This is an optimization exercise on Yosys and OpenROAD, whose aim is small area and a short achievable clock period, not a production implementation. At most, simulation tests tie the RTL to the original design; equivalence was not proved. No activity file was given, so power comes from the tool's default toggle rates.

## run 4
==> flow/design.v (excerpt) <==
module mult_top(
    input clk,
    input  [15:0] x,
    input  [15:0] y,
    output [31:0] p_out
    );
    wire [2:0] on0, tw0, ng0;
    genvar g;
    generate for (g = 0; g < 3; g = g + 1) begin : benc
        wire b2 = x[11+2*g], b1 = x[10+2*g], b0 = x[9+2*g];
        assign on0[g] = b1 ^ b0;
        assign tw0[g] = (b2 ^ b1) & ~(b1 ^ b0);
        assign ng0[g] = b2 & ~(b1 & b0);           
    end endgenerate
    wire sx0 = x[9];
    wire [9:0] ax = x[9:0] ^ {10{sx0}};
    wire l3 = ax[8], l2 = ax[7], l1 = ax[6], l0 = |ax[5:0];
    wire h80 = l3, h70 = ~l3 & l2, h60 = ~l3 & ~l2 & l1, h00 = ~l3 & ~l2 & ~l1 & l0;
    wire [8:0] x20 = {ax[8] & ~h80, ax[7] & ~h70, ax[6] & ~h60, ax[5:1], ax[0] & ~h00};
    wire ps = x[9] ^ y[15];
    wire [15:0] ya = y ^ {16{y[15]}};
    wire zy = ~(ya[14] | ya[13] | ya[12]);
    wire [9:0] xs = zy ? 10'd0 : ({1'b0, x20} ^ {10{ps}});
    wire [12:0] oa0 = ya[14] ? {xs[9], xs, 2'b0} : ya[13] ? {{2{xs[9]}}, xs, 1'b0} : {{3{xs[9]}}, xs};
    reg [15:0] y1; reg [2:0] on, tw, ng; reg sx, h8, h7, h6, h0; reg [12:0] oa1;
    always @(posedge clk) begin
        y1 <= y; on <= on0; tw <= tw0; ng <= ng0;
        sx <= sx0; h8 <= h80; h7 <= h70; h6 <= h60; h0 <= h00; oa1 <= oa0;
    end
    wire b0_0 = (y1[0]&on[0])^ng[0];
    wire b0_1 = ((y1[1]&on[0])|(y1[0]&tw[0]))^ng[0];
    wire b0_2 = ((y1[2]&on[0])|(y1[1]&tw[0]))^ng[0];
    wire b0_3 = ((y1[3]&on[0])|(y1[2]&tw[0]))^ng[0];
    wire b0_4 = ((y1[4]&on[0])|(y1[3]&tw[0]))^ng[0];
    wire b0_5 = ((y1[5]&on[0])|(y1[4]&tw[0]))^ng[0];
    wire b0_6 = ((y1[6]&on[0])|(y1[5]&tw[0]))^ng[0];
    wire b0_7 = ((y1[7]&on[0])|(y1[6]&tw[0]))^ng[0];
    wire b0_8 = ((y1[8]&on[0])|(y1[7]&tw[0]))^ng[0];
    wire b0_9 = ((y1[9]&on[0])|(y1[8]&tw[0]))^ng[0];
    wire b0_10 = ((y1[10]&on[0])|(y1[9]&tw[0]))^ng[0];
    wire b0_11 = ((y1[11]&on[0])|(y1[10]&tw[0]))^ng[0];
    wire b0_12 = ((y1[12]&on[0])|(y1[11]&tw[0]))^ng[0];
    wire b0_13 = ((y1[13]&on[0])|(y1[12]&tw[0]))^ng[0];
    wire b0_14 = ((y1[14]&on[0])|(y1[13]&tw[0]))^ng[0];
    wire b0_15 = ((y1[15]&on[0])|(y1[14]&tw[0]))^ng[0];
    wire b0_16 = ~((y1[15]^ng[0])&(on[0]|tw[0]));
    wire b1_0 = (y1[0]&on[1])^ng[1];
    wire b1_1 = ((y1[1]&on[1])|(y1[0]&tw[1]))^ng[1];
  ...
Size: ~65 I/O pins.
export LEC_CHECK = 0
export CAP_MARGIN = 20
export CORE_MARGIN = 2
export CORE_UTILIZATION = 60
export SETUP_SLACK_MARGIN = 1.6
export SLEW_MARGIN = 20
create_clock -name core_clock -period 5.0 [get_ports {clk}]
standard.sh (not shown) runs the stock make flow with config.mk's settings and CLKGATE_MAP_FILE= SYNTH_SCRIPT=/design/flow/synth_recipe.tcl, a recipe that flattens the netlist after the stock synthesis.
==> flow/flow/run.sh <==
#!/bin/bash
# The standard layout; the only change is the port buffer cell (buf_1 instead of the default).
set -euo pipefail
export BUFFER_PORTS_ARGS="-buffer_cell sky130_fd_sc_hd__buf_1"
bash standard.sh > standard.log 2>&1
Modified inputs, run 1 compared to run 4
--- a/flow/design.v
+++ b/flow/design.v
@@ -198,19 +198,41 @@
     wire q114 = (q49&q76)|(q49&q77)|(q76&q77);
     wire q115 = q50^q79^q78;
     wire q116 = (q50&q79)|(q50&q78)|(q79&q78);
     wire q117 = b2_13^q81^q80;
     wire q118 = (b2_13&q81)|(b2_13&q80)|(q81&q80);
     wire q119 = b1_16^b2_14^q82;
     wire q120 = (b1_16&b2_14)|(b1_16&q82)|(b2_14&q82);
     wire q121 = 1'b1^b2_15;
     wire q122 = 1'b1&b2_15;
     wire [31:0] ra = {1'b1,b2_16,q121,q119,q117,q115,q113,q111,q109,q107,q105,q103,q101,q99,q97,q95,q93,q91,q89,q87,q85,q83,ob[9],ob[8],ob[7],ob[6],ob[5],ob[4],ob[3],ob[2],ob[1],ob[0]};
     wire [31:0] rb = {1'b0,q122,q120,q118,q116,q114,q112,q110,q108,q106,q104,q102,q100,q98,q96,q94,q92,q90,q88,q86,q84,b0_0,1'b0,1'b0,1'b0,1'b0,1'b0,1'b0,1'b0,1'b0,1'b0,1'b0};
-    wire [16:0] lo = ra[15:0] + rb[15:0];
-    reg [15:0] r2lo; reg r2c; reg [15:0] r2a, r2b;
+    wire [14:0] lo = ra[13:0] + rb[13:0];
+    wire [17:0] gg = ra[31:14] & rb[31:14];    
+    wire [17:0] pp = ra[31:14] ^ rb[31:14];    
+    reg [13:0] r2lo; reg r2c; reg [17:0] r2g, r2p;
     always @(posedge clk) begin
-        r2lo <= lo[15:0]; r2c <= lo[16]; r2a <= ra[31:16]; r2b <= rb[31:16];
+        r2lo <= lo[13:0]; r2c <= lo[14]; r2g <= gg; r2p <= pp;
     end
-    wire [16:0] h3 = {r2a, 1'b1} + {r2b, r2c};
-    assign p_out = {h3[16:1], r2lo};
+    wire [17:0] cy;
+    ks18 pfx(.g({r2g[16:0], r2c}), .p({r2p[16:0], 1'b0}), .c(cy));
+    assign p_out = {r2p ^ cy, r2lo};
 endmodule
+module ks18(input [17:0] g, input [17:0] p, output [17:0] c);
+    wire [17:0] gl [0:5];
+    wire [17:0] pl [0:5];
+    assign gl[0] = g;
+    assign pl[0] = p;
+    genvar l, i;
+    generate for (l = 0; l < 5; l = l + 1) begin : lv
+        for (i = 0; i < 18; i = i + 1) begin : bt
+            if (i >= (1 << l)) begin : op
+                assign gl[l+1][i] = gl[l][i] | (pl[l][i] & gl[l][i - (1 << l)]);
+                assign pl[l+1][i] = pl[l][i] & pl[l][i - (1 << l)];
+            end else begin : pass
+                assign gl[l+1][i] = gl[l][i];
+                assign pl[l+1][i] = pl[l][i];
+            end
+        end
+    end endgenerate
+    assign c = gl[5];
+endmodule
[summary]
Delta (run 1 minus run 4): length in cells of the worst reg-to-reg path went up; achievable clock frequency went up; non-clock buffer count went down.
Compared to run 4, run 1 has area of the multi-input gates 120 um^2 lower.
From run 4 to run 1 the numbers moved as follows: unique cell type count in the Yosys netlist climbed 12, total power dropped 11%, first-iteration DRC count climbed 13%, core outline area dropped about 0.45%.
Compared to run 4, run 1 has number of sequential storage elements about 2.3% higher.
Relative to run 4, the area fraction in compound gates after synthesis of run 1 is lower by 2.1 points.
Maximum vdd drop: run 1 vs run 4 down 0.22 mV
Net count after synthesis: run 1 vs run 4 — no meaningful difference

========
== lane 1 ==
Another version of the RTL of mult_top (not shown whole).
Size: about 650 cells after synthesis, about 90 flip-flops.
==> module ks18, before the edit <==
module ks18(input [17:0] g, input [17:0] p, output [17:0] c);
    wire [17:0] gl [0:5];
    wire [17:0] pl [0:5];
    assign gl[0] = g;
    assign pl[0] = p;
    genvar l, i;
    generate for (l = 0; l < 5; l = l + 1) begin : lv
        for (i = 0; i < 18; i = i + 1) begin : bt
            if ((i >> l) & 1) begin : op
                assign gl[l+1][i] = gl[l][i] | (pl[l][i] & gl[l][((i >> l) << l) - 1]);
                assign pl[l+1][i] = pl[l][i] & pl[l][((i >> l) << l) - 1];
            end else begin : pass
                assign gl[l+1][i] = gl[l][i];
                assign pl[l+1][i] = pl[l][i];
            end
        end
    end endgenerate
    assign c = gl[5];
endmodule
export LEC_CHECK = 0
export CAP_MARGIN = 20
export CORE_MARGIN = 2
export CORE_UTILIZATION = 60
export SETUP_SLACK_MARGIN = 1.75
export SLEW_MARGIN = 20
create_clock -name core_clock -period 5.0 [get_ports {clk}]
Scripts as last shown in full above: flow/flow/run.sh
Lane 1: all stages complete, timing, DRC and antenna checks passed
Input changes introduced in lane 2 (baseline for comparison: lane 1):
diff --git a/flow/design.v b/flow/design.v
--- a/flow/design.v
+++ b/flow/design.v
@@ -222,15 +222,15 @@
     wire [17:0] pl [0:5];
     assign gl[0] = g;
     assign pl[0] = p;
     genvar l, i;
     generate for (l = 0; l < 5; l = l + 1) begin : lv
         for (i = 0; i < 18; i = i + 1) begin : bt
-            if ((i >> l) & 1) begin : op
-                assign gl[l+1][i] = gl[l][i] | (pl[l][i] & gl[l][((i >> l) << l) - 1]);
-                assign pl[l+1][i] = pl[l][i] & pl[l][((i >> l) << l) - 1];
+            if (i >= (1 << l)) begin : op
+                assign gl[l+1][i] = gl[l][i] | (pl[l][i] & gl[l][i - (1 << l)]);
+                assign pl[l+1][i] = pl[l][i] & pl[l][i - (1 << l)];
             end else begin : pass
                 assign gl[l+1][i] = gl[l][i];
                 assign pl[l+1][i] = pl[l][i];
             end
         end
     end endgenerate
### Flow results
- Lane 2 and lane 1 all finish clean.
- Min core occupancy in the finished layout across lane 2 and lane 1: lane 2
- Lane 1 vs lane 2, cell at the slowest stage of the critical path: sky130_fd_sc_hd__dfxtp_1 vs sky130_fd_sc_hd__dfxtp_2
- Lane 2: total sequential power about 4% above lane 1
- Diff lane 1 -> lane 2 | logic gate share of total power | decrease of 0.9 points
- Compared with lane 1, lane 2 shows simple-gate area share of the yosys netlist lower by 0.21 points.
- Total non-filler cell area in the finished layout, lane 2 vs lane 1: up slightly
- Number of non-clock inverters in the layout, lane 2 vs lane 1: down by a few percent
- Fmax: lane 2 above lane 1
- Summary of lane 2 over lane 1: initial standard-cell utilization of the core went down, net count of the mapped netlist went up 2.7%.
- In the reports for lane 2 and lane 1, the larger count of clock-buffer cells in the layout belongs to lane 2.
- Diff lane 1 -> lane 2 | share of power burned in the clock network | increase of 0.2 points
Only the layout flow was run in lane 1; the RTL was not checked for function there.

## what the ideal ports hide
The results above use ideal ports. As a check the final layouts listed here were re-extracted and re-timed, cells and wires unchanged.
Step 1 sets driving cells, clkbuf_16 on the clock port and buf_2 on the other inputs (assumed; they add their load-dependent delay and slew).
Step 2 adds t to the input delays and takes it off the output delays; t is the mean of the earliest and latest rising clock arrival at the registers after step 1. Input paths then give back, and output paths get back, about the clock's delay inside the block.
Three values: ideal ports, drivers, drivers and shift; two values: the first two.
| run | shift t [ns] | setup WS [ns] | hold slack, ns | pins driven straight from the clock port |
|---|---|---|---|---|
| run 4 | 0.399 | 1.667 / 1.632 / 1.756 | 0.641 / 0.641 / 0.641 | 1 |
| run 1 | 0.399 | 1.763 / 1.728 / 1.855 | 0.713 / 0.701 / 0.759 | 1 |
| lane 1 | 0.397 | 1.563 / 1.529 / 1.908 | 0.712 / 0.701 / 0.816 | 1 |
| lane 2 | 0.398 | 1.858 / 1.824 / 1.927 | 0.714 / 0.702 / 0.752 | 1 |
After both steps every run listed still meets setup and hold.
